Background: an optimization exercise with open tools, aiming at small area. Do not read the settings as production practice. At most, simulation tests tie the RTL to the original design; equivalence was not proved. No functional check of the RTL was part of run 3. No driver is modelled on the clock port, so clocking that relies on it looks cheaper here than on a real chip. No activity file was given, so power comes from the tool's default toggle rates.

`flow/constraint.sdc`:
```
create_clock -name core_clock -period 30.0 [get_ports {clk}]
set_input_delay 6.0000 -clock core_clock [delete_from_list [all_inputs] [get_ports {clk}]]
set_output_delay 6.0000 -clock core_clock [all_outputs]
set_load 0.01 [all_outputs]
```
`flow/standard.sh`:
```
#!/bin/bash
# synth_recipe.tcl (not shown) runs the flow's synth.tcl, then flattens the netlist and writes it again
# the make line also repeats each setting of config.mk as NAME=value (left out here)
make -C /OpenROAD-flow-scripts/flow DESIGN_CONFIG=/design/flow/config.mk WORK_HOME=/design/flow/orfs CLKGATE_MAP_FILE= SYNTH_SCRIPT=/design/flow/synth_recipe.tcl "${@:-finish}"
```
`flow/flow/run.sh`:
```
#!/bin/bash
# Layout flow: the standard ORFS flow (standard synthesis unchanged) with
#  - clock tree synthesis without dummy loads and with larger sink clusters,
#  - the smallest buffer on the ports,
#  - cells on paths with slack downsized after clock tree synthesis.
# Each tool's output goes to the ORFS logs under orfs/logs; make's own output
# goes to flow_make.log in the work folder.
set -euo pipefail
here=$(cd "$(dirname "$0")" && pwd)
export CTS_ARGS="-sink_clustering_enable -repair_clock_nets -dont_use_dummy_load -sink_clustering_size 30 -sink_clustering_max_diameter 60"
export BUFFER_PORTS_ARGS="-buffer_cell sky130_fd_sc_hd__buf_1"
export POST_CTS_TCL="$here/post_cts.tcl"
bash standard.sh finish > flow_make.log 2>&1
```
`flow/flow/post_cts.tcl`:
```
# Downsize cells wherever the timing slack allows, then legalize again.
estimate_parasitics -placement
repair_timing -recover_power 100
detailed_placement
check_placement -verbose
```
`flow/design.v`:
```
module top(
    input clk,
    input rst,
    input spi_miso,
    output uart_tx,
    output spi_clk,
    output spi_cs,
    output spi_mosi,
    output led_green,
    output led_blue
);
    reg [5:0] p;     
    reg [2:0] s;     
    reg [4:0] u;     
    localparam [5:0] P24 = 6'd48, P49 = 6'd9;    
    localparam [4:0] U12 = 5'd5,  U24 = 5'd20;   
    wire pt   = (p == P49);
    wire rise = pt & (s == 3'd3);               
    wire tick = (p == P24) & (u == U12);        
    wire oclk = s[2];                           
    always @(posedge clk) begin
        if (rst || pt)
            p <= 6'd0;
        else
            p <= {p[4:0], ~(p[5] ^ p[4])};
    end
    always @(posedge clk) begin
        if (rst) begin
            s <= 3'd0;
            u <= 5'd0;
        end else if (pt) begin
            s <= s + 3'd1;
            u <= (u == U24) ? 5'd0 : {u[3:0], ~(u[4] ^ u[2])};
        end
    end
    localparam PRE = 3'b000, INIT1 = 3'b100, INIT2 = 3'b101, GAP = 3'b001,
               READ1 = 3'b110, READ2 = 3'b111, UART = 3'b010;
    reg [2:0] sg;
    reg [4:0] j;
    reg       r1;    
    reg [3:0] b;     
    wire intr      = sg[2];                      
    wire uart      = (sg == UART);
    wire frame_end = tick & (b == 4'd15);
    wire jump      = rise && intr && j == 5'd17;
    wire advance   = (rise && j == 5'd31) ||
                     (jump && sg[0]) ||
                     (uart && frame_end && j == 5'd30);
    always @(posedge clk) begin
        if (rst) begin
            sg <= PRE;
            j <= 5'd30;
        end else begin
            if (jump) begin
                case (sg[1:0])
                    2'b00:   j <= r1 ? 5'd31 : 5'd21;    
                    2'b01:   j <= 5'd11;                 
                    2'b10:   j <= 5'd31;                 
                    default: j <= 5'd28;                 
                endcase
            end else if (uart ? frame_end : rise)
                j <= j + 5'd1;
            if (advance)
                case (sg)
                    PRE:     sg <= INIT1;
                    INIT1:   sg <= INIT2;
                    INIT2:   sg <= GAP;
                    GAP:     sg <= READ1;
                    READ1:   sg <= READ2;
                    READ2:   sg <= UART;
                    default: sg <= PRE;
                endcase
        end
    end
    always @(posedge clk) begin
        if (rst)
            r1 <= 1'b1;
        else if (frame_end && uart && j == 5'd28)
            r1 <= 1'b0;
    end
    wire clr = (sg == PRE) && (j == 5'd30);     
    function [15:0] frame(input [1:0] t);
        case (t)
            2'd0: frame = 16'h3101;
            2'd1: frame = 16'h2D08;
            2'd2: frame = 16'hB200;
            default: frame = 16'hB300;
        endcase
    endfunction
    wire [1:0] tr = sg[1:0];
    reg mosi;
    always @(posedge clk) begin
        if (rst)
            mosi <= 1'b0;
        else if (pt && s == 3'd7 && intr && j <= 5'd15)
            mosi <= frame(tr) >> (5'd15 - j);
    end
    assign spi_mosi = mosi;
    assign spi_cs   = ~(intr && j <= 5'd16);
    assign spi_clk  = ~(intr && j <= 5'd15 && !oclk);
    wire run = r1 | uart;
    always @(posedge clk) begin
        if (rst)
            b <= 4'd0;
        else if (tick) begin
            if (b == 4'd0)
                b <= run ? 4'd6 : 4'd0;
            else
                b <= b + 4'd1;
        end
    end
    reg [15:0] sum;
    wire data_bit = r1 ? 1'b0 :
                    (j == 5'd28) ? (b[0] & ~b[2]) :      
                    sum[8];
    assign uart_tx = b[3] ? data_bit : (b != 4'd7);
    wire urot = tick && b[3] && uart && j != 5'd28;
    reg  [12:0] d;       
    reg  [2:0]  r;       
    reg         pend;    
    reg         blue, green;
    wire bits = rise && j >= 5'd8 && j <= 5'd15;      
    wire rd1  = bits && sg == READ1 && j != 5'd15;    
    wire rd2  = bits && sg == READ2;                  
    wire rdq  = rd2 && j >= 5'd10;                    
    wire post = pt && sg == READ2 && j == 5'd16 && s != 3'd3;  
    wire       dvb = rd2 ? spi_miso : d[12];
    wire [3:0] r4  = {r, dvb};
    wire       qb  = (r4 >= 4'd5);
    wire [3:0] rn  = qb ? r4 - 4'd5 : r4;
    reg  [7:0] c;        
    reg        xpend, act;
    wire       xact = act && (c < 8'd13);
    always @(posedge clk) begin
        if (rd1)
            d <= {d[11:0], spi_miso};
        else if (rdq || post)
            d <= {d[11:0], qb};
        else if (xact)
            d <= {d[12], d[12:1]};
    end
    always @(posedge clk) begin
        if (rd2 || post)
            r <= rn[2:0];
        else if (sg != READ2)
            r <= 3'd0;
    end
    always @(posedge clk) begin
        if (rd2 && j == 5'd8)
            pend <= spi_miso;
    end
    reg [129:0] ring;
    always @(posedge clk) begin
        ring <= {ring[128:0], xact ? d[0] : (ring[129] & ~clr)};
    end
    always @(posedge clk) begin
        if (rst) begin
            c <= 8'd0;
            xpend <= 1'b0;
            act <= 1'b0;
        end else begin
            if (act && c == 8'd15)
                c <= 8'd3;
            else if (c == 8'd129)
                c <= 8'd0;
            else
                c <= c + 8'd1;
            if (rise && sg == READ2 && j == 5'd16)
                xpend <= 1'b1;
            else if (c == 8'd129)
                xpend <= 1'b0;
            if (xpend && c == 8'd129)
                act <= 1'b1;
            else if (c == 8'd15)
                act <= 1'b0;
        end
    end
    reg  bw, cy;
    wire nb  = xact & d[0];
    wire ob  = xact & ring[129];
    wire db  = nb ^ ob ^ bw;
    wire sb  = sum[0] ^ db ^ cy;
    always @(posedge clk) begin
        if (act) begin
            bw <= (~nb & ob) | (~(nb ^ ob) & bw);
            cy <= (sum[0] & db) | (cy & (sum[0] ^ db));
        end else begin
            bw <= 1'b0;
            cy <= 1'b0;
        end
    end
    always @(posedge clk) begin
        if (act)
            sum <= {sb, sum[15:1]};
        else if (urot)
            sum <= {sum[0], sum[15:1]};
        else if (clr)
            sum <= {1'b0, sum[15:1]};
    end
    always @(posedge clk) begin
        if (rst) begin
            blue <= 1'b0;
            green <= 1'b0;
        end else if (uart) begin
            blue <= pend;
            if (j == 5'd28 && p != 6'd0)
                green <= (sum >= 16'd36) && (sum <= 16'd65500);
        end
    end
    assign led_blue  = blue;
    assign led_green = green;
endmodule
```
`flow/config.mk`:
```
export PLATFORM = sky130hd
export DESIGN_NAME = top
export DESIGN_NICKNAME = top
export VERILOG_FILES = /design/flow/design.v
export SDC_FILE = /design/flow/constraint.sdc
export NUM_CORES = 4
export LEC_CHECK = 0
export CAP_MARGIN = 20
export CORE_MARGIN = 2
export CORE_UTILIZATION = 75
export SLEW_MARGIN = 20
```
==> flow_results.xml, run 1 <==
<?xml version="1.0" encoding="UTF-8"?>
<metrics>
  <group name="global_routing">
    <metric name="number_of_antenna_violations_at_the_first_check_in_global_routing" unit="">0</metric>
    <metric name="first_global_vias" unit="">3856</metric>
    <metric name="grt_pass1_wl" unit="microns">20700</metric>
    <metric name="globalRouteTotalUtil" unit="">0.278</metric>
    <metric name="largest_net_degree_at_the_start_of_global_routing" unit="">37</metric>
    <metric name="grt-ovfl-total" unit="">0</metric>
  </group>
  <group name="power_and_ir_drop">
    <metric name="power_per_cell_area" unit="nW/um^2">62.7</metric>
    <metric name="p_leak" unit="nW">2.54</metric>
    <metric name="total_switching_power" unit="mW">0.0814</metric>
    <metric name="irDropWorstVdd" unit="mV">0.0543</metric>
    <metric name="switching_share" unit="">0.192</metric>
    <metric name="p_int" unit="mW">0.344</metric>
    <metric name="share_clk_of_total_power" unit="">0.330</metric>
    <metric name="combinational_share_of_power" unit="">0.009</metric>
    <metric name="power_share_of_the_sequential_group" unit="">0.661</metric>
  </group>
  <group name="finish">
    <metric name="area.growth.synth_to_final" unit="%">4.94</metric>
    <metric name="diodes" unit="">0</metric>
    <metric name="layout.cell_area.non_filler" unit="sq um">6780</metric>
    <metric name="layout.cells.non_filler" unit="">624</metric>
    <metric name="design.final.nets" unit="">549</metric>
    <metric name="ratio_of_cells_with_drive_above_1_in_the_final_layout" unit="">0.0443</metric>
  </group>
  <group name="route">
    <metric name="drc_markers" unit="">0</metric>
    <metric name="drt_pass1_iterations" unit="">5</metric>
    <metric name="postRouteAntennaNets" unit="">0</metric>
    <metric name="detailroute.via_count" unit="">3785</metric>
    <metric name="avgViaCountPerCell" unit="">6.07</metric>
    <metric name="first_iter_violations" unit="">257</metric>
    <metric name="wl_per_cell" unit="microns">20.0</metric>
    <metric name="final_wirelength" unit="microns">12500</metric>
  </group>
  <group name="synthesis">
    <metric name="synth_flop_cell" unit="">sky130_fd_sc_hd__dfxtp_1</metric>
    <metric name="syn_nets" unit="">540</metric>
    <metric name="post_synth.cell_area_avg" unit="sq um">12.6</metric>
    <metric name="post_synth_main_area_contributors" unit="">sky130_fd_sc_hd__dfxtp_1 (53%), sky130_fd_sc_hd__edfxtp_1 (15%), sky130_fd_sc_hd__ha_1 (4.5%)</metric>
    <metric name="synth.cell_area" unit="sq um">6460</metric>
    <metric name="synth-edff-count" unit="">33</metric>
    <metric name="synth_seq_cells" unit="">205</metric>
    <metric name="post_synth_top_area_cell" unit="">sky130_fd_sc_hd__dfxtp_1</metric>
    <metric name="synthDistinctLibCells" unit="">57</metric>
    <metric name="synth_top_cell_area_share" unit="">0.533</metric>
    <metric name="yosysWarnings" unit="">1</metric>
    <metric name="synth_seq_area_share" unit="">0.686</metric>
    <metric name="synth_async_sr_flop_share" unit="">0</metric>
    <metric name="synthCells" unit="">512</metric>
  </group>
  <group name="placement">
    <metric name="placement.cell_area" unit="sq um">6570</metric>
    <metric name="place.port_buffers" unit="">8</metric>
    <metric name="gp_congestion" unit="">0.881</metric>
    <metric name="half_perimeter_wire_length_after_placement" unit="microns">7760</metric>
    <metric name="dpl.cell_count" unit="">612</metric>
    <metric name="placement.setup.worst_slack" unit="ns">22.26</metric>
  </group>
  <group name="job">
    <metric name="cap_violations" unit="">0</metric>
  </group>
  <group name="min_path">
    <metric name="timing.hold.worst_endpoint" unit="">ring[15]</metric>
    <metric name="worstHoldPathCells" unit="">0</metric>
    <metric name="worst_hold_path_class" unit="">reg2reg</metric>
    <metric name="worstHoldStart" unit="">ring[14]</metric>
  </group>
  <group name="setup_path">
    <metric name="crit_family" unit="">simple AND/OR/NAND/NOR gates</metric>
    <metric name="worst_ep_arrival_time" unit="ns">2.18</metric>
    <metric name="critical_path_buf_inv_count" unit="">2</metric>
    <metric name="critPathCaptureType" unit="">primary output</metric>
    <metric name="cp_slowest_stage_delay" unit="ns">0.41</metric>
    <metric name="crit_path_max_fanout" unit="">11</metric>
    <metric name="timing_worst_setup_path_type" unit="">reg2out</metric>
    <metric name="timing.reg2reg.setup_slack" unit="ns">26.50</metric>
    <metric name="cp_data_required_time" unit="ns">24.00</metric>
    <metric name="start_kind" unit="">flip-flop</metric>
    <metric name="timing.critical_path.cells" unit="">inv_1 -&gt; ha_1 -&gt; nand4_1 -&gt; nor3_1 -&gt; a21oi_1 -&gt; o21ai_0 -&gt; o21a_1 -&gt; buf_1</metric>
    <metric name="worst_path_max_delay_cell" unit="">sky130_fd_sc_hd__dfxtp_1</metric>
    <metric name="rr_startpoint" unit="">s[0]</metric>
    <metric name="worstRegToRegCells" unit="">7</metric>
    <metric name="rr_endpoint" unit="">d[4]</metric>
  </group>
  <group name="sta">
    <metric name="fmax" unit="MHz">122</metric>
    <metric name="final_critical_delay_including_setup_and_external_delays" unit="ns">8.18</metric>
    <metric name="final_setup_skew" unit="ns">0.0632</metric>
    <metric name="fin_crit_sh" unit="">0.273</metric>
    <metric name="max-slew-margin-rel" unit="">0.325</metric>
    <metric name="final.setup.tns" unit="ns">0</metric>
    <metric name="hold_viol_final" unit="">0</metric>
    <metric name="timing_max_transition_violations_final" unit="">0</metric>
    <metric name="tightest_pin_transition" unit="ns">0.998</metric>
    <metric name="setup_slack" unit="ns">21.82</metric>
    <metric name="fin_hold_ws" unit="ns">0.323</metric>
    <metric name="finalSetupViolations" unit="">0</metric>
    <metric name="grt_setup_unrepaired" unit="">no</metric>
  </group>
  <group name="die">
    <metric name="number_of_rows_created_at_floorplan" unit="">33</metric>
    <metric name="pin_count" unit="">9</metric>
    <metric name="start_util" unit="">0.779</metric>
    <metric name="floorplan.die_area" unit="sq um">9380</metric>
    <metric name="core_box_area" unit="sq um">8300</metric>
    <metric name="die_w" unit="microns">96.8</metric>
    <metric name="die-height" unit="microns">96.8</metric>
  </group>
  <group name="clock_network">
    <metric name="cts_sinks" unit="">205</metric>
    <metric name="clk_pin_slew" unit="ns">0.10</metric>
    <metric name="worst_skew_pair.late_latency" unit="ns">0.49</metric>
    <metric name="cts_tree" unit="">done</metric>
  </group>
  <group name="run_status">
    <metric name="status" unit="">timing/DRC/antenna clean</metric>
  </group>
</metrics>
[power groups by stage]
stage	logic [mW]	clock network, mW	registers [mW]
finish	0.00389	0.140	0.281
detailed placement	0.00355	0	0.287
global placement	0.00319	0	0.287
floorplan	0.00256	0	0.287
global route	0.00420	0.152	0.281
[through the flow]
stage	util	total power [mW]
6_report	0.817	0.425
5_1_grt	0.817	0.437
3_5_place_dp	0.792	0.291
3_3_place_gp	0.792	0.290
2_1_floorplan	-	0.289
[area by class of cell]
cell class,count,area (sq um)
multi-input combinational,268,1820
sequential,205,4430
clock buffer,12,267
fill,453,1520
tap,105,131
inverter,25,93.8
timing repair buffer,9,35.0
[flip-flops by register name (all words and copies together) (netlist names)]
register and cells:
act 1, b 4, blue 1, bw 1
c 8, cy 1, d 13, green 1
j 5, mosi 1, p 6, pend 1
r 3, r1 1, ring 130, s 3
sg 3, sum 16, u 5, xpend 1
[metal layers]
layer,track usage,share of wire
met2,0.446,0.48
met5,0,0
met4,0.103,0.028
met3,0.0491,0.061
met1,0.385,0.43
[synth_stat cells (2+ instances only)]
| library cell | instances |
|---|---|
| sky130_fd_sc_hd__nand2b_1 | 5 |
| sky130_fd_sc_hd__dfxtp_1 | 172 |
| sky130_fd_sc_hd__a32o_1 | 2 |
| sky130_fd_sc_hd__nor3b_1 | 6 |
| sky130_fd_sc_hd__edfxtp_1 | 33 |
| sky130_fd_sc_hd__xor2_1 | 3 |
| sky130_fd_sc_hd__o21ai_0 | 11 |
| sky130_fd_sc_hd__ha_1 | 23 |
| sky130_fd_sc_hd__nor2_1 | 31 |
| sky130_fd_sc_hd__mux2_4 | 10 |
| sky130_fd_sc_hd__o21a_1 | 2 |
| sky130_fd_sc_hd__nand3_1 | 8 |
| sky130_fd_sc_hd__a31oi_1 | 3 |
| sky130_fd_sc_hd__and3b_1 | 2 |
| sky130_fd_sc_hd__nand2_1 | 31 |
| sky130_fd_sc_hd__a21oi_1 | 26 |
| sky130_fd_sc_hd__nand3b_1 | 3 |
| sky130_fd_sc_hd__o2111ai_1 | 2 |
| sky130_fd_sc_hd__nor4bb_1 | 2 |
| sky130_fd_sc_hd__or3_1 | 7 |
| sky130_fd_sc_hd__a2111oi_0 | 2 |
| sky130_fd_sc_hd__a22oi_1 | 3 |
| sky130_fd_sc_hd__or2_1 | 2 |
| sky130_fd_sc_hd__and3_1 | 7 |
| sky130_fd_sc_hd__nand4_1 | 8 |
| sky130_fd_sc_hd__fa_1 | 2 |
| sky130_fd_sc_hd__and2_1 | 3 |
| sky130_fd_sc_hd__inv_1 | 25 |
| sky130_fd_sc_hd__nor3_1 | 16 |
| sky130_fd_sc_hd__o31ai_1 | 5 |
| sky130_fd_sc_hd__mux2i_1 | 6 |
| sky130_fd_sc_hd__nor2b_1 | 5 |
| sky130_fd_sc_hd__nor4_1 | 3 |
| sky130_fd_sc_hd__xnor2_1 | 5 |
| sky130_fd_sc_hd__clkbuf_1 | 12 |
| sky130_fd_sc_hd__a211oi_1 | 5 |
[worst register-to-register path: cells and delay by family, from the launching register on]
family / cells / cell delay [ns]
muxes: 1 / 0.48
and+or+nand+nor: 4 / 1.96
adders and majority gates: 2 / 0.43
DFF: 1 / 0.38
[how the worst max path moves through the flow]
| stage | start | endpoint | slack, ns | cells past startpoint |
|---|---|---|---|---|
| 2_1_floorplan | spi_miso | d[0] | 22.55 | 7 |
| 3_3_place_gp | spi_miso | d[0] | 22.39 | 8 |
| 3_5_place_dp | spi_miso | d[0] | 22.26 | 8 |
| 5_1_grt | j[1] | uart_tx | 21.59 | 8 |
| 6_report | j[0] | uart_tx | 21.82 | 8 |
[cell usage in the layout (no fill, tap or decap), drive strengths merged, types with 13 or more instances in the layout]
master  count
a21oi      26
clkbuf     13
dfxtp     172
edfxtp     33
ha         23
inv        25
nand2      31
nor2       32
nor3       16
[cells by family (layout without fill, tap and decap cells)]
kind of cell,count (synthesis),in the layout,synth area share
AOI/OAI and AO/OA,69,69,0.0689
xor gates and xnor gates,8,8,0.0108
adders and majority gates,25,25,0.0507
buffers and inverters,39,46,0.0238
DFF,205,205,0.686
muxes,17,17,0.0343
and+or+nand+nor,149,149,0.125
==> run 2, diff against run 1 <==
==> flow/run.sh (new file) <==
#!/bin/bash
# synth_recipe.tcl (not shown) runs the flow's synth.tcl, then flattens the netlist and writes it again
# the make line also repeats each setting of config.mk as NAME=value (left out here)
make -C /OpenROAD-flow-scripts/flow DESIGN_CONFIG=/design/flow/config.mk WORK_HOME=/design/flow/orfs CLKGATE_MAP_FILE= SYNTH_SCRIPT=/design/flow/synth_recipe.tcl finish
--- a/flow/config.mk
+++ b/flow/config.mk
@@ -7,5 +7,7 @@
 export LEC_CHECK = 0
 export CAP_MARGIN = 20
 export CORE_MARGIN = 2
-export CORE_UTILIZATION = 75
+export CORE_UTILIZATION = 70
+export CTS_CLUSTER_DIAMETER = 100
+export CTS_CLUSTER_SIZE = 30
 export SLEW_MARGIN = 20
removed: flow/flow/run.sh
removed: flow/flow/post_cts.tcl
removed: flow/standard.sh
==> run 2 against run 1 <==
Net effect:
- still clean on timing, DRC and antenna
- first-iteration DRC count decreased by 13%
- area after synthesis stayed put
- utilization shrank 5.8 points
- routed wire length shrank 9.2%
- register-to-register slack improved by 0.44 ns
- power increased by 2.0%
- fmax shrank 4.6%
- critical path type unchanged
- largest cell class unchanged
- largest power group unchanged
==> flow_results.xml, run 2 <==
<?xml version="1.0" encoding="UTF-8"?>
<metrics>
  <group name="finish">
    <metric name="area.growth.synth_to_final" unit="%">7.03</metric>
    <metric name="largest_reg_flops" unit="">130</metric>
    <metric name="leading_registers_by_flop_count" unit="">ring x130, sum x16, d x13</metric>
    <metric name="final_cell_mix" unit="">sky130_fd_sc_hd__dfxtp_1 (172), sky130_fd_sc_hd__edfxtp_1 (33), sky130_fd_sc_hd__nand2_1 (31), sky130_fd_sc_hd__nor2_1 (31), sky130_fd_sc_hd__a21oi_1 (26)</metric>
    <metric name="layout.filler_cells" unit="">552</metric>
    <metric name="final-seq-area" unit="sq um">4430</metric>
    <metric name="ratio_of_cells_with_drive_above_1_in_the_final_layout" unit="">0.0574</metric>
    <metric name="diodes" unit="">0</metric>
    <metric name="mostFrequentLayoutCell" unit="">sky130_fd_sc_hd__dfxtp_1</metric>
    <metric name="design.final.nets" unit="">547</metric>
    <metric name="multi_input_comb_area" unit="sq um">1880</metric>
    <metric name="layout.cells.non_filler" unit="">634</metric>
    <metric name="layout.cell_area.non_filler" unit="sq um">6920</metric>
    <metric name="regMostFlops" unit="">ring</metric>
  </group>
  <group name="power_and_ir_drop">
    <metric name="irDropWorstVdd" unit="mV">0.0621</metric>
    <metric name="power_per_cell_area" unit="nW/um^2">62.7</metric>
    <metric name="power_share_of_the_sequential_group" unit="">0.648</metric>
    <metric name="p_leak" unit="nW">2.63</metric>
    <metric name="switching_share" unit="">0.194</metric>
    <metric name="share_clk_of_total_power" unit="">0.343</metric>
    <metric name="p_int" unit="mW">0.349</metric>
    <metric name="combinational_share_of_power" unit="">0.009</metric>
    <metric name="total_switching_power" unit="mW">0.0841</metric>
    <metric name="power" unit="mW">0.433</metric>
  </group>
  <group name="synthesis">
    <metric name="synth_flop_cell" unit="">sky130_fd_sc_hd__dfxtp_1</metric>
    <metric name="yosysMostFrequentCell" unit="">sky130_fd_sc_hd__dfxtp_1</metric>
    <metric name="post_synth_top_area_cell" unit="">sky130_fd_sc_hd__dfxtp_1</metric>
    <metric name="synth_seq_cells" unit="">205</metric>
    <metric name="yosysWarnings" unit="">1</metric>
    <metric name="synth-edff-count" unit="">33</metric>
    <metric name="post_synth_main_area_contributors" unit="">sky130_fd_sc_hd__dfxtp_1 (53%), sky130_fd_sc_hd__edfxtp_1 (15%), sky130_fd_sc_hd__ha_1 (4.5%)</metric>
    <metric name="synth_async_sr_flop_share" unit="">0</metric>
    <metric name="post_synth.cell_area_avg" unit="sq um">12.6</metric>
    <metric name="synthDistinctLibCells" unit="">57</metric>
    <metric name="ys_top_cells_by_count" unit="">sky130_fd_sc_hd__dfxtp_1 (172), sky130_fd_sc_hd__edfxtp_1 (33), sky130_fd_sc_hd__nand2_1 (31), sky130_fd_sc_hd__nor2_1 (31), sky130_fd_sc_hd__a21oi_1 (26)</metric>
    <metric name="synth_top_cell_area_share" unit="">0.533</metric>
    <metric name="synth_seq_area_share" unit="">0.686</metric>
    <metric name="syn_nets" unit="">540</metric>
    <metric name="synthCells" unit="">512</metric>
    <metric name="synth.cell_area" unit="sq um">6460</metric>
  </group>
  <group name="setup_path">
    <metric name="worstRegToRegCells" unit="">11</metric>
    <metric name="crit_path_max_fanout" unit="">11</metric>
    <metric name="worst_ep_arrival_time" unit="ns">2.57</metric>
    <metric name="critPathCaptureType" unit="">primary output</metric>
    <metric name="cp_data_required_time" unit="ns">24.00</metric>
    <metric name="timing_worst_setup_path_type" unit="">reg2out</metric>
    <metric name="start_kind" unit="">flip-flop</metric>
  </group>
  <group name="placement">
    <metric name="dpl.cell_count" unit="">618</metric>
    <metric name="placement.cell_area" unit="sq um">6630</metric>
    <metric name="gp_congestion" unit="">0.898</metric>
    <metric name="placement.setup.worst_slack" unit="ns">21.93</metric>
    <metric name="half_perimeter_wire_length_after_placement" unit="microns">6940</metric>
    <metric name="place.port_buffers" unit="">8</metric>
  </group>
  <group name="clock_network">
    <metric name="cts_tree" unit="">done</metric>
    <metric name="ctsHoldBuffers" unit="">0</metric>
    <metric name="clk_pin_slew" unit="ns">0.12</metric>
    <metric name="clock_tree.htree_level_count" unit="">1</metric>
    <metric name="clockRootBuffer" unit="">sky130_fd_sc_hd__clkbuf_8</metric>
    <metric name="cts_setup_buffers" unit="">0</metric>
    <metric name="worst_skew_pair.late_latency" unit="ns">0.49</metric>
    <metric name="cts_repair_resize_count" unit="">0</metric>
    <metric name="clock_path_buffers" unit="">3</metric>
    <metric name="cts_sinks" unit="">205</metric>
    <metric name="cts_inserted_buffers" unit="">10</metric>
  </group>
  <group name="die">
    <metric name="core_box_area" unit="sq um">9110</metric>
    <metric name="die-height" unit="microns">100</metric>
    <metric name="number_of_rows_created_at_floorplan" unit="">35</metric>
    <metric name="pin_count" unit="">9</metric>
    <metric name="floorplan.die_area" unit="sq um">10000</metric>
    <metric name="start_util" unit="">0.710</metric>
    <metric name="die_w" unit="microns">100</metric>
  </group>
  <group name="route">
    <metric name="wl_per_cell" unit="microns">17.9</metric>
    <metric name="first_iter_violations" unit="">223</metric>
    <metric name="met2RoutedLength" unit="microns">5230</metric>
    <metric name="top_metal_layer_carrying_routed_signals" unit="">met4</metric>
    <metric name="drt_pass1_iterations" unit="">4</metric>
    <metric name="final_wirelength" unit="microns">11300</metric>
    <metric name="postRouteAntennaNets" unit="">0</metric>
    <metric name="drc_markers" unit="">0</metric>
    <metric name="avgViaCountPerCell" unit="">5.72</metric>
    <metric name="detail_route.wirelength.met1" unit="microns">5500</metric>
    <metric name="routed-wl-met3" unit="microns">346</metric>
    <metric name="detailroute.via_count" unit="">3627</metric>
  </group>
  <group name="sta">
    <metric name="fin_crit_sh" unit="">0.286</metric>
    <metric name="fmax" unit="MHz">117</metric>
    <metric name="setup_slack" unit="ns">21.43</metric>
    <metric name="hold_viol_final" unit="">0</metric>
    <metric name="final.setup.tns" unit="ns">0</metric>
    <metric name="tightest_pin_transition" unit="ns">0.771</metric>
    <metric name="grt_setup_unrepaired" unit="">no</metric>
    <metric name="final_setup_skew" unit="ns">0.0199</metric>
    <metric name="finalSetupViolations" unit="">0</metric>
    <metric name="timing_max_transition_violations_final" unit="">0</metric>
    <metric name="max-slew-margin-rel" unit="">0.486</metric>
    <metric name="final_critical_delay_including_setup_and_external_delays" unit="ns">8.57</metric>
  </group>
  <group name="min_path">
    <metric name="worstHoldPathCells" unit="">0</metric>
    <metric name="worst_hold_path_class" unit="">reg2reg</metric>
  </group>
  <group name="global_routing">
    <metric name="first_global_vias" unit="">3715</metric>
    <metric name="grt_pass1_wl" unit="microns">18700</metric>
    <metric name="largest_net_degree_at_the_start_of_global_routing" unit="">37</metric>
    <metric name="globalRouteTotalUtil" unit="">0.234</metric>
    <metric name="grt-ovfl-total" unit="">0</metric>
    <metric name="number_of_antenna_violations_at_the_first_check_in_global_routing" unit="">0</metric>
  </group>
  <group name="job">
    <metric name="cap_violations" unit="">0</metric>
  </group>
  <group name="run_status">
    <metric name="status" unit="">timing/DRC/antenna clean</metric>
  </group>
</metrics>
==> run 2: cell types whose count changed in the layout (fill, tap and decap cells not counted), sizes merged <==
cell / delta
bufinv: +1
clkbuf: +2
clkdlybuf4s50: +8
buf: -7
==> run 2: power by group through the flow <==
stage                     clock network [mW]  registers, mW  logic [mW]
after floorplan                            0          0.287     0.00256
after global placement                     0          0.287     0.00338
after CTS                              0.150          0.281     0.00384
final                                  0.149          0.281     0.00386
after detailed placement                   0          0.287     0.00371
after global routing                   0.158          0.281     0.00431
==> run 2: worst paths after layout <==
path	startpoint	to	slack [ns]
hold / removal	ring[6]	ring[7]	0.32
setup / recovery	j[1]	uart_tx	21.43
hold reg to reg	ring[6]	ring[7]	0.32
setup reg to reg	s[0]	d[0]	26.94
==> run 2: stage by stage <==
| step | util | hold WS (ns) |
|---|---|---|
| 2_1_floorplan | - | 0.310 |
| 3_3_place_gp | 0.728 | 0.310 |
| 3_5_place_dp | 0.728 | 0.312 |
| 4_1_cts | 0.759 | 0.324 |
| 5_1_grt | 0.759 | 0.333 |
| 6_report | 0.759 | 0.318 |
==> run 2: worst max-delay path: stages (launching register included) <==
cell and delay [ns]:
sky130_fd_sc_hd__dfxtp_1 0.43, sky130_fd_sc_hd__inv_1 0.13, sky130_fd_sc_hd__ha_1 0.25, sky130_fd_sc_hd__nand4_1 0.21
sky130_fd_sc_hd__nor3_1 0.20, sky130_fd_sc_hd__a21oi_1 0.05, sky130_fd_sc_hd__o21ai_0 0.14, sky130_fd_sc_hd__o21a_1 0.14
sky130_fd_sc_hd__clkdlybuf4s50_1 0.52
==> run 2: kinds of logic (layout without fill, tap and decap cells) <==
group                      Yosys count  after routing  synth area share
AOI/OAI and AO/OA                   69             69            0.0689
xor gates and xnor gates             8              8            0.0108
adders and majority gates           25             25            0.0507
buffers and inverters               39             50            0.0238
DFF                                205            205             0.686
muxes                               17             17            0.0343
and+or+nand+nor                    149            149             0.125
==> run 2: area by class of cell <==
class                   count  share of cell area
clock inverters             1             0.00434
inverters                  25              0.0136
flip-flops and latches    205               0.641
multi-input cells         268               0.271
well taps                 111              0.0201
repair buffers              9              0.0127
clock buffers              15              0.0373
==> run 2: per-layer routing <==
metal / up-vias / track usage
li1: 1786 / -
met1: 1762 / 0.335
met2: 63 / 0.383
met3: 16 / 0.0306
met4: 0 / 0.0622
met5: - / 0
==> run 3, diff against run 2 <==
--- a/flow/design.v
+++ b/flow/design.v
@@ -128,9 +128,12 @@
     wire [3:0] r4  = {r, dvb};
     wire       qb  = (r4 >= 4'd5);
     wire [3:0] rn  = qb ? r4 - 4'd5 : r4;
-    reg  [7:0] c;        
-    reg        xpend, act;
-    wire       xact = act && (c < 8'd13);
+    localparam [7:0] C3 = 8'd7, C12 = 8'd67, C15 = 8'd28, C129 = 8'd242;
+    reg  [7:0] c;
+    reg  [1:0] xs;
+    wire       wrap = (c == C129);
+    wire       act  = xs[1];
+    wire       xact = (xs == 2'd2);
     always @(posedge clk) begin
         if (rd1)
             d <= {d[11:0], spi_miso};
@@ -154,26 +157,22 @@
         ring <= {ring[128:0], xact ? d[0] : (ring[129] & ~clr)};
     end
     always @(posedge clk) begin
-        if (rst) begin
+        if (rst || wrap)
             c <= 8'd0;
-            xpend <= 1'b0;
-            act <= 1'b0;
-        end else begin
-            if (act && c == 8'd15)
-                c <= 8'd3;
-            else if (c == 8'd129)
-                c <= 8'd0;
-            else
-                c <= c + 8'd1;
-            if (rise && sg == READ2 && j == 5'd16)
-                xpend <= 1'b1;
-            else if (c == 8'd129)
-                xpend <= 1'b0;
-            if (xpend && c == 8'd129)
-                act <= 1'b1;
-            else if (c == 8'd15)
-                act <= 1'b0;
-        end
+        else if (xs == 2'd3 && c == C15)
+            c <= C3;         
+        else
+            c <= {c[6:0], ~(c[7] ^ c[5] ^ c[4] ^ c[3])};
+    end
+    always @(posedge clk) begin
+        if (rst)
+            xs <= 2'd0;
+        else case (xs)
+            2'd0: if (rise && sg == READ2 && j == 5'd16) xs <= 2'd1;
+            2'd1: if (wrap) xs <= 2'd2;
+            2'd2: if (c == C12) xs <= 2'd3;
+            default: if (c == C15) xs <= 2'd0;
+        endcase
     end
     reg  bw, cy;
     wire nb  = xact & d[0];
==> flow/flow/run.sh (new file) <==
#!/bin/bash
# Layout flow: the standard ORFS flow (standard synthesis unchanged) with
#  - clock tree synthesis without dummy loads and with larger sink clusters,
#  - the smallest buffer on the ports,
#  - cells on paths with slack downsized after clock tree synthesis.
# Each tool's output goes to the ORFS logs under orfs/logs; make's own output
# goes to flow_make.log in the work folder.
set -euo pipefail
here=$(cd "$(dirname "$0")" && pwd)
export CTS_ARGS="-sink_clustering_enable -repair_clock_nets -dont_use_dummy_load -sink_clustering_size 30 -sink_clustering_max_diameter 100"
export BUFFER_PORTS_ARGS="-buffer_cell sky130_fd_sc_hd__buf_1"
export POST_CTS_TCL="$here/post_cts.tcl"
bash standard.sh finish > flow_make.log 2>&1
==> flow/flow/post_cts.tcl (new file) <==
# Downsize cells wherever the timing slack allows, then legalize again.
estimate_parasitics -placement
repair_timing -recover_power 100
detailed_placement
check_placement -verbose
==> flow/standard.sh (new file) <==
#!/bin/bash
# synth_recipe.tcl (not shown) runs the flow's synth.tcl, then flattens the netlist and writes it again
# the make line also repeats each setting of config.mk as NAME=value (left out here)
make -C /OpenROAD-flow-scripts/flow DESIGN_CONFIG=/design/flow/config.mk WORK_HOME=/design/flow/orfs CLKGATE_MAP_FILE= SYNTH_SCRIPT=/design/flow/synth_recipe.tcl "${@:-finish}"
--- a/flow/config.mk
+++ b/flow/config.mk
@@ -8,6 +8,4 @@
 export CAP_MARGIN = 20
 export CORE_MARGIN = 2
 export CORE_UTILIZATION = 70
-export CTS_CLUSTER_DIAMETER = 100
-export CTS_CLUSTER_SIZE = 30
 export SLEW_MARGIN = 20
removed: flow/run.sh
==> run 3 against run 2 <==
Net effect:
- area after synthesis grew 0.37%
- synthesized cell count is the same
- clock skew shrank 0.0010 ns
- first-iteration DRC count shrank 12%
- power shrank 3.3%
- setup slack gained 0.37 ns
==> flow_results.xml, run 3 <==
<?xml version="1.0" encoding="UTF-8"?>
<metrics>
  <group name="run_status">
    <metric name="status" unit="">timing/DRC/antenna clean</metric>
  </group>
  <group name="placement">
    <metric name="place.port_buffers" unit="">8</metric>
    <metric name="dpl.cell_count" unit="">617</metric>
    <metric name="gp_congestion" unit="">0.826</metric>
    <metric name="half_perimeter_wire_length_after_placement" unit="microns">6770</metric>
  </group>
  <group name="route">
    <metric name="final_wirelength" unit="microns">10800</metric>
    <metric name="first_iter_violations" unit="">197</metric>
    <metric name="drt_pass1_iterations" unit="">4</metric>
    <metric name="detailroute.via_count" unit="">3530</metric>
    <metric name="wl_per_cell" unit="microns">17.1</metric>
    <metric name="top_metal_layer_carrying_routed_signals" unit="">met4</metric>
    <metric name="met2RoutedLength" unit="microns">5060</metric>
    <metric name="detail_route.wirelength.met1" unit="microns">5200</metric>
    <metric name="routed-wl-met3" unit="microns">343</metric>
    <metric name="avgViaCountPerCell" unit="">5.63</metric>
    <metric name="drc_markers" unit="">0</metric>
    <metric name="postRouteAntennaNets" unit="">0</metric>
  </group>
  <group name="global_routing">
    <metric name="largest_net_degree_at_the_start_of_global_routing" unit="">31</metric>
    <metric name="number_of_antenna_violations_at_the_first_check_in_global_routing" unit="">0</metric>
    <metric name="globalRouteTotalUtil" unit="">0.225</metric>
    <metric name="grt_pass1_wl" unit="microns">17900</metric>
    <metric name="first_global_vias" unit="">3454</metric>
    <metric name="grt-ovfl-total" unit="">0</metric>
  </group>
  <group name="power_and_ir_drop">
    <metric name="p_leak" unit="nW">2.59</metric>
    <metric name="irDropWorstVdd" unit="mV">0.0606</metric>
    <metric name="combinational_share_of_power" unit="">0.022</metric>
    <metric name="power_share_of_the_sequential_group" unit="">0.674</metric>
    <metric name="share_clk_of_total_power" unit="">0.304</metric>
    <metric name="switching_share" unit="">0.199</metric>
    <metric name="power" unit="mW">0.419</metric>
    <metric name="total_switching_power" unit="mW">0.0832</metric>
    <metric name="p_int" unit="mW">0.336</metric>
    <metric name="power_per_cell_area" unit="nW/um^2">61.7</metric>
  </group>
  <group name="sta">
    <metric name="final_setup_skew" unit="ns">0.0189</metric>
    <metric name="hold_viol_final" unit="">0</metric>
    <metric name="fin_hold_ws" unit="ns">0.320</metric>
    <metric name="final.setup.tns" unit="ns">0</metric>
    <metric name="fmax" unit="MHz">122</metric>
    <metric name="grt_setup_unrepaired" unit="">no</metric>
    <metric name="finalSetupViolations" unit="">0</metric>
    <metric name="tightest_pin_transition" unit="ns">0.826</metric>
    <metric name="fin_crit_sh" unit="">0.273</metric>
    <metric name="max-slew-margin-rel" unit="">0.450</metric>
    <metric name="timing_max_transition_violations_final" unit="">0</metric>
    <metric name="final_critical_delay_including_setup_and_external_delays" unit="ns">8.20</metric>
  </group>
  <group name="finish">
    <metric name="design.final.nets" unit="">548</metric>
    <metric name="final_cell_mix" unit="">sky130_fd_sc_hd__dfxtp_1 (172), sky130_fd_sc_hd__edfxtp_1 (33), sky130_fd_sc_hd__nor2_1 (32)</metric>
    <metric name="largest_reg_flops" unit="">130</metric>
    <metric name="ratio_of_cells_with_drive_above_1_in_the_final_layout" unit="">0.0484</metric>
    <metric name="mostFrequentLayoutCell" unit="">sky130_fd_sc_hd__dfxtp_1</metric>
    <metric name="diodes" unit="">0</metric>
    <metric name="regMostFlops" unit="">ring</metric>
    <metric name="layout.cells.non_filler" unit="">627</metric>
    <metric name="layout.filler_cells" unit="">595</metric>
    <metric name="area.growth.synth_to_final" unit="%">4.73</metric>
    <metric name="leading_registers_by_flop_count" unit="">ring x130, sum x16, d x13</metric>
  </group>
  <group name="synthesis">
    <metric name="yosysWarnings" unit="">1</metric>
    <metric name="post_synth_top_area_cell" unit="">sky130_fd_sc_hd__dfxtp_1</metric>
    <metric name="synthDistinctLibCells" unit="">66</metric>
    <metric name="synth_flop_cell" unit="">sky130_fd_sc_hd__dfxtp_1</metric>
    <metric name="post_synth.cell_area_avg" unit="sq um">12.7</metric>
    <metric name="synth_top_cell_area_share" unit="">0.531</metric>
    <metric name="synth-edff-count" unit="">33</metric>
    <metric name="ys_top_cells_by_count" unit="">sky130_fd_sc_hd__dfxtp_1 (172), sky130_fd_sc_hd__edfxtp_1 (33), sky130_fd_sc_hd__nor2_1 (32)</metric>
    <metric name="synth.cell_area" unit="sq um">6490</metric>
    <metric name="yosysMostFrequentCell" unit="">sky130_fd_sc_hd__dfxtp_1</metric>
    <metric name="synth_seq_cells" unit="">205</metric>
    <metric name="synth_async_sr_flop_share" unit="">0</metric>
    <metric name="synth_seq_area_share" unit="">0.684</metric>
    <metric name="post_synth_main_area_contributors" unit="">sky130_fd_sc_hd__dfxtp_1 (53%), sky130_fd_sc_hd__edfxtp_1 (15%), sky130_fd_sc_hd__ha_1 (4.8%)</metric>
    <metric name="syn_nets" unit="">542</metric>
    <metric name="synthCells" unit="">512</metric>
  </group>
  <group name="clock_network">
    <metric name="clk_pin_slew" unit="ns">0.12</metric>
    <metric name="cts_tree" unit="">done</metric>
    <metric name="worst_skew_pair.late_latency" unit="ns">0.47</metric>
    <metric name="cts_sinks" unit="">205</metric>
  </group>
  <group name="setup_path">
    <metric name="worst_ep_arrival_time" unit="ns">2.20</metric>
    <metric name="startpoint" unit="">j[2]</metric>
    <metric name="setup.worst_path.end" unit="">uart_tx</metric>
    <metric name="cp_data_required_time" unit="ns">24.00</metric>
    <metric name="worstRegToRegCells" unit="">7</metric>
    <metric name="timing.reg2reg.setup_slack" unit="ns">26.41</metric>
    <metric name="critPathCaptureType" unit="">primary output</metric>
    <metric name="crit_path_max_fanout" unit="">18</metric>
    <metric name="rr_endpoint" unit="">d[11]</metric>
    <metric name="start_kind" unit="">flip-flop</metric>
    <metric name="rr_startpoint" unit="">p[4]</metric>
    <metric name="timing_worst_setup_path_type" unit="">reg2out</metric>
  </group>
  <group name="die">
    <metric name="floorplan.die_area" unit="sq um">10100</metric>
    <metric name="core_box_area" unit="sq um">9110</metric>
    <metric name="start_util" unit="">0.712</metric>
    <metric name="pin_count" unit="">9</metric>
    <metric name="number_of_rows_created_at_floorplan" unit="">35</metric>
    <metric name="die-height" unit="microns">100</metric>
    <metric name="die_w" unit="microns">100</metric>
  </group>
  <group name="min_path">
    <metric name="worst_hold_path_class" unit="">reg2reg</metric>
  </group>
  <group name="job">
    <metric name="cap_violations" unit="">0</metric>
  </group>
</metrics>
## run 3: kinds of logic after synthesis
kind of cell,count (synthesis),synth area share
fa+ha+maj,27,0.0544
flops,205,0.684
compound gates,68,0.0689
xor+xnor,7,0.00945
simple gates,148,0.130
buf+inv,40,0.0253
mux,17,0.0284
## run 3: layer usage
metal  up-vias  global-route usage
met5         -                   0
li1       1778                   -
met3        12              0.0355
met2        60               0.359
met4         0              0.0558
met1      1680               0.327
## run 3: final cells by class
type,instances,area (sq um),area share
well taps,111,139,0.0204
flip-flops and latches,205,4430,0.653
repair buffers,9,35.0,0.00516
clock buffers,10,216,0.0319
multi-input cells,267,1880,0.276
inverters,25,93.8,0.0138
## run 3: worst min-delay path by stage
stage,startpoint,end,depth (start not counted)
6_report,ring[101],ring[102],0
5_1_grt,ring[101],ring[102],0
3_5_place_dp,ring[43],ring[44],0
3_3_place_gp,ring[108],ring[109],0
2_1_floorplan,ring[99],ring[100],0
## run 3: critical path, stage by stage, from the launching register on
cell,delay (ns)
sky130_fd_sc_hd__dfxtp_1,0.68
sky130_fd_sc_hd__nand4_1,0.34
sky130_fd_sc_hd__nor3_1,0.22
sky130_fd_sc_hd__a21oi_1,0.05
sky130_fd_sc_hd__o21ai_0,0.15
sky130_fd_sc_hd__o21a_1,0.14
sky130_fd_sc_hd__buf_1,0.14
## run 3: stage by stage
stage               cell area (sq um)  setup WS, ns   util
floorplan                        6490         22.50      -
global placement                 6590         22.37  0.724
finish                           6790         21.80  0.746
global route                     6790         21.56  0.746
detailed placement               6590         22.33  0.724
## run 3: power by group through the flow
stage	registers, mW	clock network [mW]	logic [mW]
floorplan	0.288	0	0.00693
global placement	0.289	0	0.00835
detailed placement	0.289	0	0.00890
global route	0.283	0.138	0.0103
finish	0.282	0.127	0.00930
==> run 4, diff against run 3 <==
--- a/flow/design.v
+++ b/flow/design.v
@@ -128,12 +128,9 @@
     wire [3:0] r4  = {r, dvb};
     wire       qb  = (r4 >= 4'd5);
     wire [3:0] rn  = qb ? r4 - 4'd5 : r4;
-    localparam [7:0] C3 = 8'd7, C12 = 8'd67, C15 = 8'd28, C129 = 8'd242;
-    reg  [7:0] c;
-    reg  [1:0] xs;
-    wire       wrap = (c == C129);
-    wire       act  = xs[1];
-    wire       xact = (xs == 2'd2);
+    reg  [7:0] c;        
+    reg        xpend, act;
+    wire       xact = act && (c < 8'd13);
     always @(posedge clk) begin
         if (rd1)
             d <= {d[11:0], spi_miso};
@@ -157,22 +154,26 @@
         ring <= {ring[128:0], xact ? d[0] : (ring[129] & ~clr)};
     end
     always @(posedge clk) begin
-        if (rst || wrap)
+        if (rst) begin
             c <= 8'd0;
-        else if (xs == 2'd3 && c == C15)
-            c <= C3;         
-        else
-            c <= {c[6:0], ~(c[7] ^ c[5] ^ c[4] ^ c[3])};
-    end
-    always @(posedge clk) begin
-        if (rst)
-            xs <= 2'd0;
-        else case (xs)
-            2'd0: if (rise && sg == READ2 && j == 5'd16) xs <= 2'd1;
-            2'd1: if (wrap) xs <= 2'd2;
-            2'd2: if (c == C12) xs <= 2'd3;
-            default: if (c == C15) xs <= 2'd0;
-        endcase
+            xpend <= 1'b0;
+            act <= 1'b0;
+        end else begin
+            if (act && c == 8'd15)
+                c <= 8'd3;
+            else if (c == 8'd129)
+                c <= 8'd0;
+            else
+                c <= c + 8'd1;
+            if (rise && sg == READ2 && j == 5'd16)
+                xpend <= 1'b1;
+            else if (c == 8'd129)
+                xpend <= 1'b0;
+            if (xpend && c == 8'd129)
+                act <= 1'b1;
+            else if (c == 8'd15)
+                act <= 1'b0;
+        end
     end
     reg  bw, cy;
     wire nb  = xact & d[0];
==> flow/flow/run.sh (replaced) <==
#!/bin/bash
# Layout flow: the standard ORFS flow with these changes:
#  - synthesis maps the logic for area (flow/synth.tcl); registers unchanged,
#  - clock tree synthesis without dummy loads and with larger sink clusters,
#  - the smallest buffer on the ports,
#  - cells on paths with slack downsized after clock tree synthesis.
# Each tool's output goes to the ORFS logs under orfs/logs; make's own output
# goes to synth_make.log and flow_make.log in the work folder.
set -euo pipefail
work=$(pwd)
here=$(cd "$(dirname "$0")" && pwd)
export CTS_ARGS="-sink_clustering_enable -repair_clock_nets -dont_use_dummy_load -sink_clustering_size 30 -sink_clustering_max_diameter 100"
export BUFFER_PORTS_ARGS="-buffer_cell sky130_fd_sc_hd__buf_1"
export POST_CTS_TCL="$here/post_cts.tcl"
make -C "$FLOW_HOME" DESIGN_CONFIG="$work/config.mk" WORK_HOME="$work/orfs" \
  CLKGATE_MAP_FILE= SYNTH_SCRIPT="$here/synth.tcl" synth > synth_make.log 2>&1
bash standard.sh finish > flow_make.log 2>&1
==> flow/flow/synth.tcl (new file) <==
# The standard synthesis (synth_recipe.tcl), with one change: the logic is
# mapped by ABC with an area-oriented script, and adders are left to ABC
# instead of being mapped to adder cells first.  Registers are untouched.
proc synth {args} { yosys synth -nofsm -noshare {*}$args }
proc abc {args} {
  set out {}
  set skip 0
  foreach a $args {
    if {$skip} { set skip 0; continue }
    if {[lsearch {-script -D -constr} $a] >= 0} { set skip 1; continue }
    lappend out $a
  }
  yosys abc {*}$out -script "+strash;dc2;dch,-f;map,-a;mfs2;strash;dch,-f;map,-a"
}
set ::env(ADDER_MAP_FILE) ""
source $::env(SCRIPTS_DIR)/synth.tcl
# left out here: clear keep_hierarchy, flatten, clean up, hide names made inside functions, write 1_2_yosys.v
--- a/flow/config.mk
+++ b/flow/config.mk
@@ -7,5 +7,5 @@
 export LEC_CHECK = 0
 export CAP_MARGIN = 20
 export CORE_MARGIN = 2
-export CORE_UTILIZATION = 70
+export CORE_UTILIZATION = 60
 export SLEW_MARGIN = 20
==> run 4 against run 3 <==
Net effect:
- still clean on timing, DRC and antenna
- cell area fell by 7.4%
- first-iteration DRC count down 30%
- sequential share of layout area rose by 5.2 points
- cell count increased by 7.7%
- fmax rose by 0.52%
- sequential power about the same
- global-route usage shrank 5.0 points
- setup slack better by 0.043 ns
- via count shrank 2.5%
- count of clock-buffer cells in the layout unchanged
- worst hold slack better by 0.0014 ns
- routed wire length down 16%
- largest power group unchanged
==> flow_results.xml, run 4 <==
<?xml version="1.0" encoding="UTF-8"?>
<metrics>
  <group name="run_status">
    <metric name="status" unit="">timing/DRC/antenna clean</metric>
  </group>
  <group name="setup_path">
    <metric name="timing_worst_setup_path_type" unit="">reg2out</metric>
    <metric name="critical_path_buf_inv_count" unit="">3</metric>
    <metric name="timing.critical_path.cells" unit="">clkinv_1 -&gt; nor3_1 -&gt; clkinv_1 -&gt; nor2_1 -&gt; o21ai_0 -&gt; o2111ai_1 -&gt; o21ai_0 -&gt; buf_1</metric>
    <metric name="worst_path_max_delay_cell" unit="">sky130_fd_sc_hd__dfxtp_1</metric>
    <metric name="cp_data_required_time" unit="ns">24.00</metric>
    <metric name="critPathCaptureType" unit="">primary output</metric>
    <metric name="start_kind" unit="">flip-flop</metric>
    <metric name="cp_slowest_stage_delay" unit="ns">0.51</metric>
    <metric name="crit_family" unit="">flip-flops</metric>
    <metric name="worst_ep_arrival_time" unit="ns">2.16</metric>
    <metric name="crit_path_max_fanout" unit="">9</metric>
  </group>
  <group name="clock_network">
    <metric name="cts_tree" unit="">done</metric>
    <metric name="clk_pin_slew" unit="ns">0.10</metric>
    <metric name="worst_skew_pair.late_latency" unit="ns">0.47</metric>
    <metric name="cts_sinks" unit="">205</metric>
  </group>
  <group name="synthesis">
    <metric name="synth_top_cell_area_share" unit="">0.586</metric>
    <metric name="post_synth.cell_area_avg" unit="sq um">11.2</metric>
    <metric name="yosysMostFrequentCell" unit="">sky130_fd_sc_hd__dfxtp_1</metric>
    <metric name="syn_nets" unit="">527</metric>
    <metric name="synth_async_sr_flop_share" unit="">0</metric>
    <metric name="synthCells" unit="">524</metric>
    <metric name="synth_seq_area_share" unit="">0.754</metric>
    <metric name="synth_seq_cells" unit="">205</metric>
    <metric name="synthDistinctLibCells" unit="">29</metric>
    <metric name="synth.cell_area" unit="sq um">5880</metric>
    <metric name="post_synth_top_area_cell" unit="">sky130_fd_sc_hd__dfxtp_1</metric>
    <metric name="post_synth_main_area_contributors" unit="">sky130_fd_sc_hd__dfxtp_1 (59%), sky130_fd_sc_hd__edfxtp_1 (17%), sky130_fd_sc_hd__nor2_1 (5.3%)</metric>
    <metric name="yosysWarnings" unit="">1</metric>
    <metric name="ys_top_cells_by_count" unit="">sky130_fd_sc_hd__dfxtp_1 (172), sky130_fd_sc_hd__nor2_1 (83), sky130_fd_sc_hd__clkinv_1 (65)</metric>
    <metric name="synth_flop_cell" unit="">sky130_fd_sc_hd__dfxtp_1</metric>
    <metric name="synth-edff-count" unit="">33</metric>
  </group>
  <group name="route">
    <metric name="avgViaCountPerCell" unit="">5.10</metric>
    <metric name="detailroute.via_count" unit="">3443</metric>
    <metric name="drt_pass1_iterations" unit="">4</metric>
    <metric name="final_wirelength" unit="microns">9000</metric>
    <metric name="postRouteAntennaNets" unit="">0</metric>
    <metric name="drc_markers" unit="">0</metric>
    <metric name="first_iter_violations" unit="">137</metric>
    <metric name="wl_per_cell" unit="microns">13.3</metric>
  </group>
  <group name="finish">
    <metric name="design.final.nets" unit="">547</metric>
    <metric name="leading_registers_by_flop_count" unit="">ring x130, sum x16, d x13</metric>
    <metric name="diodes" unit="">0</metric>
    <metric name="mostFrequentLayoutCell" unit="">sky130_fd_sc_hd__dfxtp_1</metric>
    <metric name="layout.filler_cells" unit="">749</metric>
    <metric name="regMostFlops" unit="">ring</metric>
    <metric name="ratio_of_cells_with_drive_above_1_in_the_final_layout" unit="">0.0240</metric>
    <metric name="layout.cell_area.non_filler" unit="sq um">6290</metric>
    <metric name="final_cell_mix" unit="">sky130_fd_sc_hd__dfxtp_1 (172), sky130_fd_sc_hd__nor2_1 (83), sky130_fd_sc_hd__clkinv_1 (65)</metric>
    <metric name="largest_reg_flops" unit="">130</metric>
    <metric name="post-route-util" unit="">0.653</metric>
    <metric name="area.growth.synth_to_final" unit="%">7.02</metric>
  </group>
  <group name="power_and_ir_drop">
    <metric name="power_share_of_the_sequential_group" unit="">0.687</metric>
    <metric name="share_clk_of_total_power" unit="">0.306</metric>
    <metric name="p_int" unit="mW">0.331</metric>
    <metric name="power_per_cell_area" unit="nW/um^2">64.6</metric>
    <metric name="combinational_share_of_power" unit="">0.007</metric>
    <metric name="p_leak" unit="nW">2.27</metric>
    <metric name="irDropWorstVdd" unit="mV">0.0542</metric>
    <metric name="switching_share" unit="">0.186</metric>
    <metric name="total_switching_power" unit="mW">0.0757</metric>
    <metric name="power" unit="mW">0.407</metric>
  </group>
  <group name="global_routing">
    <metric name="globalRouteTotalUtil" unit="">0.176</metric>
    <metric name="number_of_antenna_violations_at_the_first_check_in_global_routing" unit="">0</metric>
    <metric name="grt_pass1_wl" unit="microns">14800</metric>
    <metric name="first_global_vias" unit="">3265</metric>
    <metric name="grt-ovfl-total" unit="">0</metric>
    <metric name="largest_net_degree_at_the_start_of_global_routing" unit="">31</metric>
  </group>
  <group name="placement">
    <metric name="placement.cell_area" unit="sq um">6080</metric>
    <metric name="place.port_buffers" unit="">8</metric>
    <metric name="gp_congestion" unit="">0.951</metric>
    <metric name="half_perimeter_wire_length_after_placement" unit="microns">6100</metric>
  </group>
  <group name="sta">
    <metric name="fin_crit_sh" unit="">0.272</metric>
    <metric name="final.setup.tns" unit="ns">0</metric>
    <metric name="grt_setup_unrepaired" unit="">no</metric>
    <metric name="final_critical_delay_including_setup_and_external_delays" unit="ns">8.16</metric>
    <metric name="hold_viol_final" unit="">0</metric>
    <metric name="final_setup_skew" unit="ns">0.0215</metric>
    <metric name="finalSetupViolations" unit="">0</metric>
    <metric name="max-slew-margin-rel" unit="">0.521</metric>
    <metric name="tightest_pin_transition" unit="ns">0.717</metric>
    <metric name="timing_max_transition_violations_final" unit="">0</metric>
    <metric name="fmax" unit="MHz">123</metric>
  </group>
  <group name="die">
    <metric name="die-height" unit="microns">103</metric>
    <metric name="die_w" unit="microns">103</metric>
    <metric name="number_of_rows_created_at_floorplan" unit="">36</metric>
    <metric name="pin_count" unit="">9</metric>
    <metric name="floorplan.die_area" unit="sq um">10600</metric>
    <metric name="core_box_area" unit="sq um">9640</metric>
    <metric name="start_util" unit="">0.610</metric>
  </group>
  <group name="job">
    <metric name="cap_violations" unit="">0</metric>
  </group>
  <group name="min_path">
    <metric name="worst_hold_path_class" unit="">reg2reg</metric>
  </group>
</metrics>
==> run 4: through the flow <==
step	worst slack [ns]	hold slack (ns)	std cells
floorplan	22.63	0.310	524
global placement	22.32	0.312	665
detailed placement	22.14	0.312	665
global route	21.66	0.326	675
finish	21.84	0.321	675
==> run 4: power groups by stage <==
stage	clock, mW	sequential [mW]	combinational (mW)
floorplan	0	0.285	0.00187
global placement	0	0.285	0.00273
detailed placement	0	0.285	0.00287
global route	0.138	0.279	0.00338
finish	0.125	0.279	0.00286
==> run 4: worst paths after layout <==
kind                                from  endpoint  cells after the start  slack [ns]
worst max-delay path                j[2]   uart_tx                      8       21.84
worst min-delay path            ring[77]  ring[78]                      0        0.32
worst max register to register      p[4]      d[7]                     15       25.74
worst min register to register  ring[77]  ring[78]                      0        0.32
==> run 4: final cells by class <==
class,instances,area (sq um),area share
multi-input cells,254,1200,0.191
flip-flops and latches,205,4430,0.705
clock buffers,10,216,0.0344
repair buffers,8,30.0,0.00477
well taps,133,166,0.0264
inverters,65,244,0.0388
==> run 4: metal layers <==
layer / vias to the layer above / wire [microns] / GRT usage / share of wire
met5: - / 0 / 0 / 0
li1: 1763 / - / - / -
met3: 22 / 251 / 0.0305 / 0.028
met2: 60 / 4050 / 0.288 / 0.45
met4: 0 / 233 / 0.0506 / 0.026
met1: 1598 / 4470 / 0.242 / 0.50
==> run 4: kinds of logic (layout without fill, tap and decap cells) <==
kind of cell / count (synthesis) / in the layout / share of synthesized area
buffers and inverters: 65 / 83 / 0.0415
xor gates and xnor gates: 2 / 2 / 0.00298
and+or+nand+nor: 179 / 179 / 0.129
AOI/OAI and AO/OA: 73 / 73 / 0.0726
DFF: 205 / 205 / 0.754
==> run 5, diff against run 4 <==
--- a/flow/config.mk
+++ b/flow/config.mk
@@ -7,5 +7,5 @@
 export LEC_CHECK = 0
 export CAP_MARGIN = 20
 export CORE_MARGIN = 2
-export CORE_UTILIZATION = 60
+export CORE_UTILIZATION = 70
 export SLEW_MARGIN = 20
==> run 5 against run 4 <==
Net effect:
- area after synthesis unchanged
- clock skew rose by 0.016 ns
- largest power group unchanged
- fmax shrank 1.1%
- largest cell class unchanged
- cell area fell by 0.56%
- register-to-register slack better by 0.19 ns
- sequential power is essentially flat
- sequential share of layout area up 0.39 points
- via count rose by 1.3%
==> flow_results.xml, run 5 <==
<?xml version="1.0" encoding="UTF-8"?>
<metrics>
  <group name="synthesis">
    <metric name="synthDistinctLibCells" unit="">29</metric>
    <metric name="synth_async_sr_flop_share" unit="">0</metric>
    <metric name="synth_top_cell_area_share" unit="">0.586</metric>
    <metric name="post_synth_main_area_contributors" unit="">sky130_fd_sc_hd__dfxtp_1 (59%), sky130_fd_sc_hd__edfxtp_1 (17%), sky130_fd_sc_hd__nor2_1 (5.3%)</metric>
    <metric name="synth_seq_area_share" unit="">0.754</metric>
    <metric name="synth-edff-count" unit="">33</metric>
    <metric name="post_synth.cell_area_avg" unit="sq um">11.2</metric>
    <metric name="yosysMostFrequentCell" unit="">sky130_fd_sc_hd__dfxtp_1</metric>
    <metric name="synth_seq_cells" unit="">205</metric>
    <metric name="post_synth_top_area_cell" unit="">sky130_fd_sc_hd__dfxtp_1</metric>
    <metric name="ys_top_cells_by_count" unit="">sky130_fd_sc_hd__dfxtp_1 (172), sky130_fd_sc_hd__nor2_1 (83), sky130_fd_sc_hd__clkinv_1 (65)</metric>
    <metric name="synthCells" unit="">524</metric>
    <metric name="synth_flop_cell" unit="">sky130_fd_sc_hd__dfxtp_1</metric>
    <metric name="syn_nets" unit="">527</metric>
    <metric name="yosysWarnings" unit="">1</metric>
    <metric name="synth.cell_area" unit="sq um">5880</metric>
  </group>
  <group name="finish">
    <metric name="layout.cell_area.non_filler" unit="sq um">6260</metric>
    <metric name="area.growth.synth_to_final" unit="%">6.43</metric>
    <metric name="final-seq-area" unit="sq um">4430</metric>
    <metric name="leading_registers_by_flop_count" unit="">ring x130, sum x16, d x13</metric>
    <metric name="regMostFlops" unit="">ring</metric>
    <metric name="design.final.nets" unit="">547</metric>
    <metric name="mostFrequentLayoutCell" unit="">sky130_fd_sc_hd__dfxtp_1</metric>
    <metric name="largest_reg_flops" unit="">130</metric>
    <metric name="multi_input_comb_area" unit="sq um">1200</metric>
    <metric name="final_cell_mix" unit="">sky130_fd_sc_hd__dfxtp_1 (172), sky130_fd_sc_hd__nor2_1 (83), sky130_fd_sc_hd__clkinv_1 (65)</metric>
    <metric name="layout.filler_cells" unit="">515</metric>
    <metric name="ratio_of_cells_with_drive_above_1_in_the_final_layout" unit="">0.0240</metric>
    <metric name="diodes" unit="">0</metric>
  </group>
  <group name="global_routing">
    <metric name="first_global_vias" unit="">3479</metric>
    <metric name="largest_net_degree_at_the_start_of_global_routing" unit="">31</metric>
    <metric name="grt_pass1_wl" unit="microns">16500</metric>
    <metric name="globalRouteTotalUtil" unit="">0.235</metric>
    <metric name="number_of_antenna_violations_at_the_first_check_in_global_routing" unit="">0</metric>
    <metric name="grt-ovfl-total" unit="">0</metric>
  </group>
  <group name="sta">
    <metric name="final.setup.tns" unit="ns">0</metric>
    <metric name="max-slew-margin-rel" unit="">0.489</metric>
    <metric name="finalSetupViolations" unit="">0</metric>
    <metric name="hold_viol_final" unit="">0</metric>
    <metric name="final_setup_skew" unit="ns">0.0377</metric>
    <metric name="fmax" unit="MHz">121</metric>
    <metric name="timing_max_transition_violations_final" unit="">0</metric>
    <metric name="grt_setup_unrepaired" unit="">no</metric>
    <metric name="final_critical_delay_including_setup_and_external_delays" unit="ns">8.25</metric>
    <metric name="fin_crit_sh" unit="">0.275</metric>
    <metric name="tightest_pin_transition" unit="ns">0.764</metric>
    <metric name="setup_slack" unit="ns">21.75</metric>
  </group>
  <group name="min_path">
    <metric name="worstHoldStart" unit="">ring[17]</metric>
    <metric name="worst_hold_path_class" unit="">reg2reg</metric>
  </group>
  <group name="die">
    <metric name="core_box_area" unit="sq um">8180</metric>
    <metric name="pin_count" unit="">9</metric>
    <metric name="die_w" unit="microns">95.6</metric>
    <metric name="number_of_rows_created_at_floorplan" unit="">33</metric>
    <metric name="floorplan.die_area" unit="sq um">9150</metric>
    <metric name="die-height" unit="microns">95.6</metric>
    <metric name="start_util" unit="">0.719</metric>
  </group>
  <group name="power_and_ir_drop">
    <metric name="p_leak" unit="nW">2.27</metric>
    <metric name="power_per_cell_area" unit="nW/um^2">65.2</metric>
    <metric name="irDropWorstVdd" unit="mV">0.0660</metric>
  </group>
  <group name="clock_network">
    <metric name="cts_tree" unit="">done</metric>
    <metric name="cts_sinks" unit="">205</metric>
    <metric name="worst_skew_pair.late_latency" unit="ns">0.48</metric>
    <metric name="clk_pin_slew" unit="ns">0.11</metric>
  </group>
  <group name="placement">
    <metric name="half_perimeter_wire_length_after_placement" unit="microns">6450</metric>
    <metric name="gp_congestion" unit="">0.888</metric>
    <metric name="place.port_buffers" unit="">8</metric>
    <metric name="placement.setup.worst_slack" unit="ns">22.23</metric>
    <metric name="placement.cell_area" unit="sq um">6040</metric>
  </group>
  <group name="route">
    <metric name="first_iter_violations" unit="">215</metric>
    <metric name="avgViaCountPerCell" unit="">5.39</metric>
    <metric name="drc_markers" unit="">0</metric>
    <metric name="final_wirelength" unit="microns">10100</metric>
    <metric name="drt_pass1_iterations" unit="">4</metric>
    <metric name="wl_per_cell" unit="microns">15.6</metric>
    <metric name="postRouteAntennaNets" unit="">0</metric>
    <metric name="detailroute.via_count" unit="">3487</metric>
  </group>
  <group name="setup_path">
    <metric name="worst_ep_arrival_time" unit="ns">2.25</metric>
    <metric name="crit_path_max_fanout" unit="">9</metric>
    <metric name="timing_worst_setup_path_type" unit="">reg2out</metric>
    <metric name="startpoint" unit="">j[2]</metric>
    <metric name="critPathCaptureType" unit="">primary output</metric>
    <metric name="cp_data_required_time" unit="ns">24.00</metric>
    <metric name="start_kind" unit="">flip-flop</metric>
    <metric name="rr_startpoint" unit="">p[4]</metric>
  </group>
  <group name="run_status">
    <metric name="status" unit="">timing/DRC/antenna clean</metric>
  </group>
  <group name="job">
    <metric name="cap_violations" unit="">0</metric>
  </group>
</metrics>
run 5: cell counts in the layout (fill, tap and decap cells not counted):
Identical to the previous run, type by type.
run 5: area by class of cell:
| cell class | instances | area share |
|---|---|---|
| inverters | 65 | 0.0390 |
| flip-flops and latches | 205 | 0.709 |
| well taps | 105 | 0.0210 |
| repair buffers | 8 | 0.00480 |
| multi-input cells | 254 | 0.192 |
| clock buffers | 10 | 0.0346 |
run 5: stage by stage:
| stage | instances | utilization | power (mW) | hold WS (ns) |
|---|---|---|---|---|
| 5_1_grt | 647 | 0.765 | 0.419 | 0.314 |
| 6_report | 647 | 0.765 | 0.408 | 0.314 |
| 3_5_place_dp | 637 | 0.739 | 0.288 | 0.312 |
| 2_1_floorplan | 524 | - | 0.287 | 0.310 |
| 3_3_place_gp | 637 | 0.739 | 0.288 | 0.312 |
run 5: routing by layer:
layer / GRT usage / part of all wire / vias to the layer above / wire length, microns
li1: - / - / 1774 / -
met5: 0 / 0 / - / 0
met1: 0.306 / 0.45 / 1608 / 4560
met4: 0.0905 / 0.036 / 0 / 364
met2: 0.395 / 0.48 / 74 / 4800
met3: 0.0395 / 0.036 / 31 / 362
run 5: worst max-delay path, cell delays in order (launching register included):
cell and delay [ns]:
sky130_fd_sc_hd__dfxtp_1 0.50, sky130_fd_sc_hd__clkinv_1 0.14, sky130_fd_sc_hd__nor3_1 0.21, sky130_fd_sc_hd__clkinv_1 0.14, sky130_fd_sc_hd__nor2_1 0.29, sky130_fd_sc_hd__o21ai_0 0.16
sky130_fd_sc_hd__o2111ai_1 0.10, sky130_fd_sc_hd__o21ai_0 0.10, sky130_fd_sc_hd__buf_1 0.14
run 5: logic make-up (layout without fill, tap and decap cells):
group	Yosys count	in the layout	share of synthesized area
buf+inv	65	83	0.0415
xor+xnor	2	2	0.00298
flops	205	205	0.754
compound gates	73	73	0.0726
simple gates	179	179	0.129
run 5: worst paths after layout:
path              cells past startpoint  slack (ns)       end
hold reg to reg                       0        0.31  ring[18]
hold / removal                        0        0.31  ring[18]
setup reg to reg                     15       25.93      d[5]
setup / recovery                      8       21.75   uart_tx
run 5: power breakdown:
| part | internal, mW | switching (mW) | leakage [nW] | total [mW] |
|---|---|---|---|---|
| clock | 0.0515 | 0.0745 | 0.108 | 0.126 |
| combinational | 0.000789 | 0.00201 | 0.444 | 0.00280 |
| sequential | 0.279 | 0.000461 | 1.72 | 0.279 |

port drivers added, routing unchanged:
In the flow no input, the clock included, has a driving cell. The finished layouts below were timed again as built, in two steps.
Step 1 (the two cells are an assumption about what drives the block):
set clk [get_ports {clk}]
set_driving_cell -lib_cell sky130_fd_sc_hd__clkbuf_16 $clk
set_driving_cell -lib_cell sky130_fd_sc_hd__buf_2 [delete_from_list [all_inputs] $clk]
Step 2 also shifts input and output timing later by t, the mid clock arrival at the registers, as if the neighbouring blocks saw the same clock.
Slacks: ideal / step 1 / step 2; pairs: ideal / step 1.
run	t (ns)	slack for setup (ns)	worst hold slack (ns)	worst register clock-pin slew, ns
run 1	0.495	21.823 / 21.789 / 22.147	0.323 / 0.323 / 0.323	0.10 / 0.10
run 2	0.508	21.427 / 21.395 / 21.902	0.318 / 0.318 / 0.318	0.12 / 0.12
run 3	0.498	21.798 / 21.761 / 22.260	0.320 / 0.320 / 0.320	0.12 / 0.12
run 4	0.487	21.840 / 21.809 / 22.162	0.321 / 0.321 / 0.321	0.11 / 0.11
run 5	0.490	21.750 / 21.719 / 22.174	0.314 / 0.314 / 0.314	0.11 / 0.11
After both steps every run listed still meets setup and hold.
